Source: an optimization exercise on an open RTL-to-GDS flow (aim: small area and a short achievable clock period). Production flows keep margins and buffers that such runs may drop. The RTL was checked by simulation tests, not by an equivalence proof against the original design. The flow treats the clock pin as an ideal source, which a real chip does not have. Power figures rest on the tool's default switching activity, not on a simulated workload.

Design pe_mac, start of the top module:
module pe_mac #(
  parameter int WA       = 16,
  parameter int WB       = 16,
  parameter int ACCW     = 40,
  parameter int MULT_LAT = 1,
  parameter int ADD_LAT  = 0
) (
  input  logic                    clk,
  input  logic                    rst_n,
  input  logic                    in_valid,
  output logic                    in_ready,
  input  logic signed [WA-1:0]    a_in,
  input  logic signed [WB-1:0]    b_in,
  input  logic signed [ACCW-1:0]  psum_in,
  output logic                    out_valid,
  input  logic                    out_ready,
  output logic signed [WA-1:0]    a_out,
  output logic signed [WB-1:0]    b_out,
  output logic signed [ACCW-1:0]  psum_out
);
clock: 6.0 ns
lec_check: 0
abc_area: 1
cap_margin: 5
core_margin: 2
core_utilization: 68
cts_buf_list: sky130_fd_sc_hd__clkbuf_8
setup_slack_margin: 3.15
slew_margin: 5
synth_hierarchical: 1
synth_minimum_keep_size: 0
tns_end_percent: 10
standard.sh (not shown) runs the stock make flow with config.mk's settings and CLKGATE_MAP_FILE= SYNTH_SCRIPT=/design/flow/synth_recipe.tcl, a recipe that flattens the netlist after the stock synthesis.
==> flow/flow/run.sh <==
#!/bin/bash
# Own flow: the standard layout (standard.sh, unchanged synthesis) with
#  - the port buffers made of the smallest buffer cell (buf_1), and
#  - useful skew for the internal M registers (flow/skew.tcl, run as the
#    PRE_CTS_TCL hook: it wraps clock_tree_synthesis and delays the clock of
#    Ms/Mc, which have no path from an input or to an output).
set -euo pipefail
here=$(pwd)
export BUFFER_PORTS_ARGS="-buffer_cell sky130_fd_sc_hd__buf_1"
export PRE_CTS_TCL="$here/flow/skew.tcl"

export SKEW_CELLS="clkbuf_2 clkbuf_4"
export CTS_ARGS="-sink_clustering_enable -repair_clock_nets -buf_list sky130_fd_sc_hd__clkbuf_8 -dont_use_dummy_load"
bash standard.sh > standard.log 2>&1
==> flow/flow/skew.tcl <==
# Useful skew for the register-to-register paths A,B -> M -> S: the clock of
# the M registers (Ms, Mc), whose D and Q pins connect only to other
# registers through logic, is delayed by a chain of clock buffers after CTS,
# so the multiply stage borrows time from the accumulate stage.
rename clock_tree_synthesis my_cts_orig
proc clock_tree_synthesis {args} {
  my_cts_orig {*}$args
  # buffer cells of the delay chain, from the tree's leaf net to the registers
  set cells [expr {[info exists ::env(SKEW_CELLS)] ? $::env(SKEW_CELLS) : "clkbuf_2 clkbuf_4"}]
  set groups [dict create]
  foreach inst [get_cells -quiet {Ms[* Mc[*}] {
    set pin [get_pins -of_objects $inst -filter "name==CLK"]
    set net [get_nets -of_objects $pin]
    dict lappend groups [get_full_name $net] [list $pin [sta::sta_to_db_inst $inst]]
  }
  set block [ord::get_db_block]
  set k 0
  dict for {netname items} $groups {
    set xs 0; set ys 0; set pins {}
    foreach it $items {
      lappend pins [lindex $it 0]
      set bb [[lindex $it 1] getBBox]
      set xs [expr {$xs + (([$bb xMin] + [$bb xMax]) / 2)}]; set ys [expr {$ys + (([$bb yMin] + [$bb yMax]) / 2)}]
    }
    set n [llength $pins]
    set dbu [$block getDbUnitsPerMicron]
    set loc [list [expr {$xs / $n / double($dbu)}] [expr {$ys / $n / double($dbu)}]]
    set cur $netname
    # a stronger last buffer for a large group keeps the clock pin slew low
    set big [expr {[info exists ::env(SKEW_BIG)] ? $::env(SKEW_BIG) : 6}]
    set chain $cells
    if {$n > $big} { set chain [lreplace $chain end end clkbuf_8] }
    set s 0
    foreach cell $chain {
      insert_buffer -buffer_cell sky130_fd_sc_hd__$cell -net $cur -load_pins $pins -location $loc \
        -buffer_name skewbuf_${k}_$s -net_name skewnet_${k}_$s
      incr s
      set cur [get_full_name [get_nets -of_objects [lindex $pins 0]]]
    }
    puts "skew: $n M register clock pins of $netname behind $chain"
    incr k
  }
}
Next try:
CAP_MARGIN = 20   (was 5)
GPL_ROUTABILITY_DRIVEN = 0   (was not set)
PLACE_DENSITY = 0.8   (was not set)
SLEW_MARGIN = 20   (was 5)
=>
- wire length came out higher by 19%
- total power came out higher by 0.84%
- design area came out higher by 3.0%
- flip-flop and latch count does not change
Next try:
GPL_ROUTABILITY_DRIVEN = not set   (was 0)
PLACE_DENSITY = not set   (was 0.8)
SETUP_SLACK_MARGIN = 3.2   (was 3.15)
TNS_END_PERCENT = 20   (was 10)
What happened: Total power increases by 2.4%. Synthesized cell count is unchanged. Die area does not change. Routed wire length decreases by 12%. Global-route usage decreases by 1.6 points.
Next try:
--- a/flow/flow/run.sh
+++ b/flow/flow/run.sh
@@ -12 +12 @@
-export SKEW_CELLS="clkbuf_2 clkbuf_4"
+export SKEW_CELLS="clkbuf_1 clkbuf_4"
SETUP_SLACK_MARGIN = 3.15   (was 3.2)
TNS_END_PERCENT = 10   (was 20)
What happened:
- global-route usage went down by 0.91 points
- critical path depth went down by 5
- final area went down by a few percent
- setup slack degrades by 0.093 ns
- first-iteration DRC count went down by a quarter to a third
- combinational power went down by roughly a tenth
- sequential share of layout area went up by 0.88 points
- routed wire length went down by a few percent

* * *

## run 1
pe_mac, a different RTL version from the one above (not shown whole).
For scale: roughly 1300 cells after synthesis, roughly 180 flip-flops, ~150 I/O pins.
export LEC_CHECK = 0
export ABC_AREA = 1
export CAP_MARGIN = 20
export CORE_MARGIN = 2
export CORE_UTILIZATION = 55
export CTS_BUF_LIST = sky130_fd_sc_hd__clkbuf_8
export SETUP_SLACK_MARGIN = 3.2
export SLEW_MARGIN = 20
export SYNTH_HIERARCHICAL = 1
export SYNTH_MINIMUM_KEEP_SIZE = 0
export TNS_END_PERCENT = 10
create_clock -name core_clock -period 6.0 [get_ports {clk}]
==> flow/flow/run.sh <==
#!/bin/bash
# Own flow: the standard layout (standard.sh, unchanged synthesis) with
#  - the port buffers made of the smallest buffer cell (buf_1), and
#  - useful skew for the internal M registers (flow/skew.tcl, run as the
#    PRE_CTS_TCL hook: it wraps clock_tree_synthesis and delays the clock of
#    Ms/Mc, which have no path from an input or to an output).
set -euo pipefail
here=$(pwd)
export BUFFER_PORTS_ARGS="-buffer_cell sky130_fd_sc_hd__buf_1"
export PRE_CTS_TCL="$here/flow/skew.tcl"

export SKEW_CELLS="clkdlybuf4s25_1 clkbuf_4"
export CTS_ARGS="-sink_clustering_enable -repair_clock_nets -buf_list sky130_fd_sc_hd__clkbuf_8 -dont_use_dummy_load"
bash standard.sh > standard.log 2>&1
Scripts as last shown in full above: flow/flow/skew.tcl
Edits applied to the flow inputs when going from run 1 to run 2:
# run 1
export LEC_CHECK = 0
export ABC_AREA = 1
export CAP_MARGIN = 20
export CORE_MARGIN = 2
export CORE_UTILIZATION = 55
export CTS_BUF_LIST = sky130_fd_sc_hd__clkbuf_8
export SETUP_SLACK_MARGIN = 3.2
export SLEW_MARGIN = 20
export SYNTH_HIERARCHICAL = 1
export SYNTH_MINIMUM_KEEP_SIZE = 0
export TNS_END_PERCENT = 10
create_clock -name core_clock -period 6.0 [get_ports {clk}]
# run 2
export LEC_CHECK = 0
export ABC_AREA = 1
export CAP_MARGIN = 20
export CORE_MARGIN = 2
export CORE_UTILIZATION = 55
export CTS_BUF_LIST = sky130_fd_sc_hd__clkbuf_8
export SETUP_SLACK_MARGIN = 3.1
export SLEW_MARGIN = 20
export SYNTH_HIERARCHICAL = 1
export SYNTH_MINIMUM_KEEP_SIZE = 0
export TNS_END_PERCENT = 20
create_clock -name core_clock -period 6.0 [get_ports {clk}]
### Flow results
In run 2, the fmax came out 7.2 MHz below the value in run 1.
Looking at net switching power, run 2 sits 1.8% lower than run 1 does.
For run 2, the cell with the largest stage delay on the worst path was sky130_fd_sc_hd__dfxtp_4, unlike run 1, where it was sky130_fd_sc_hd__fa_1.
Re number of ports placed on the die boundary: no difference whatsoever between run 2 and run 1.
Delta (run 2 minus run 1): well-tap cell count roughly the same, number of ordinary inverters in the final layout lower, sequential portion of the cell area higher, net count of the mapped netlist roughly the same.
Relative to run 2, the following input files were edited for run 3:
# run 2
export LEC_CHECK = 0
export ABC_AREA = 1
export CAP_MARGIN = 20
export CORE_MARGIN = 2
export CORE_UTILIZATION = 55
export CTS_BUF_LIST = sky130_fd_sc_hd__clkbuf_8
export SETUP_SLACK_MARGIN = 3.1
export SLEW_MARGIN = 20
export SYNTH_HIERARCHICAL = 1
export SYNTH_MINIMUM_KEEP_SIZE = 0
export TNS_END_PERCENT = 20
create_clock -name core_clock -period 6.0 [get_ports {clk}]
# run 3
export LEC_CHECK = 0
export ABC_AREA = 1
export CAP_MARGIN = 20
export CORE_MARGIN = 2
export CORE_UTILIZATION = 55
export CTS_BUF_LIST = sky130_fd_sc_hd__clkbuf_8
export SETUP_SLACK_MARGIN = 3.0
export SLEW_MARGIN = 20
export SYNTH_HIERARCHICAL = 1
export SYNTH_MINIMUM_KEEP_SIZE = 0
create_clock -name core_clock -period 6.0 [get_ports {clk}]
## What came out
The flow did not stop early for run 3: all stages ran, and the layout cleared the timing, DRC and antenna checks.
Run 3 has global-route track usage on met2 below what run 2 had.
Delta (run 3 minus run 2): filler cell count in the final layout moved up, sequential share of power moved up, final design area excluding fillers moved up.
NOTE ratio of routed vias to standard cells run 2->run 3 decreased slightly
Run 3 ended with more non-filler instance count after layout than run 2.
Where global-route wire length before repair is concerned, run 2 is better than run 3.
Relative to run 2, the clock network fraction of total power of run 3 is higher by 0.7 points.

what the ideal ports hide:
The results above use ideal ports. As a check the final layouts listed here were re-extracted and re-timed, cells and wires unchanged.
Step 1: set_driving_cell puts a clkbuf_16 on clk and a buf_2 on each other input, an assumption about the parent block.
Step 2, shift: input delay + t, output delay - t, t = (earliest + latest rising clock arrival at the registers) / 2. This alone moves slack from input paths to output paths.
Three values: ideal ports, drivers, drivers and shift; two values: the first two.
run | shift t [ns] | setup WS [ns] | worst setup path at the end | clock arrival spread, ns | worst data-port slew with drivers (ns)
the first run of note 1 | 0.613 | 3.122 / 3.121 / 2.675 | input to register | 0.284 / 0.283 | 0.05
the second run of note 1 | 0.596 | 2.958 / 2.958 / 2.717 | input to register | 0.282 / 0.282 | 0.04
the third run of note 1 | 0.595 | 3.198 / 3.198 / 2.690 | input to register | 0.279 / 0.279 | 0.05
the fourth run of note 1 | 0.600 | 3.105 / 3.105 / 2.648 | input to register | 0.292 / 0.292 | 0.04
run 1 | 0.675 | 3.150 / 3.150 / 2.506 | input to register | 0.468 / 0.468 | 0.04
run 2 | 0.684 | 3.090 / 3.090 / 2.632 | input to register | 0.452 / 0.452 | 0.05
run 3 | 0.671 | 3.065 / 3.065 / 2.562 | input to register | 0.447 / 0.446 | 0.07
Clock arrivals are far apart in run 1, run 2 and run 3, so t is only a midpoint there and step 2 fits no single register. For run 1, which loses most, drivers alone change the setup slack by 0.000 ns; drivers and shift together by -0.644 ns.
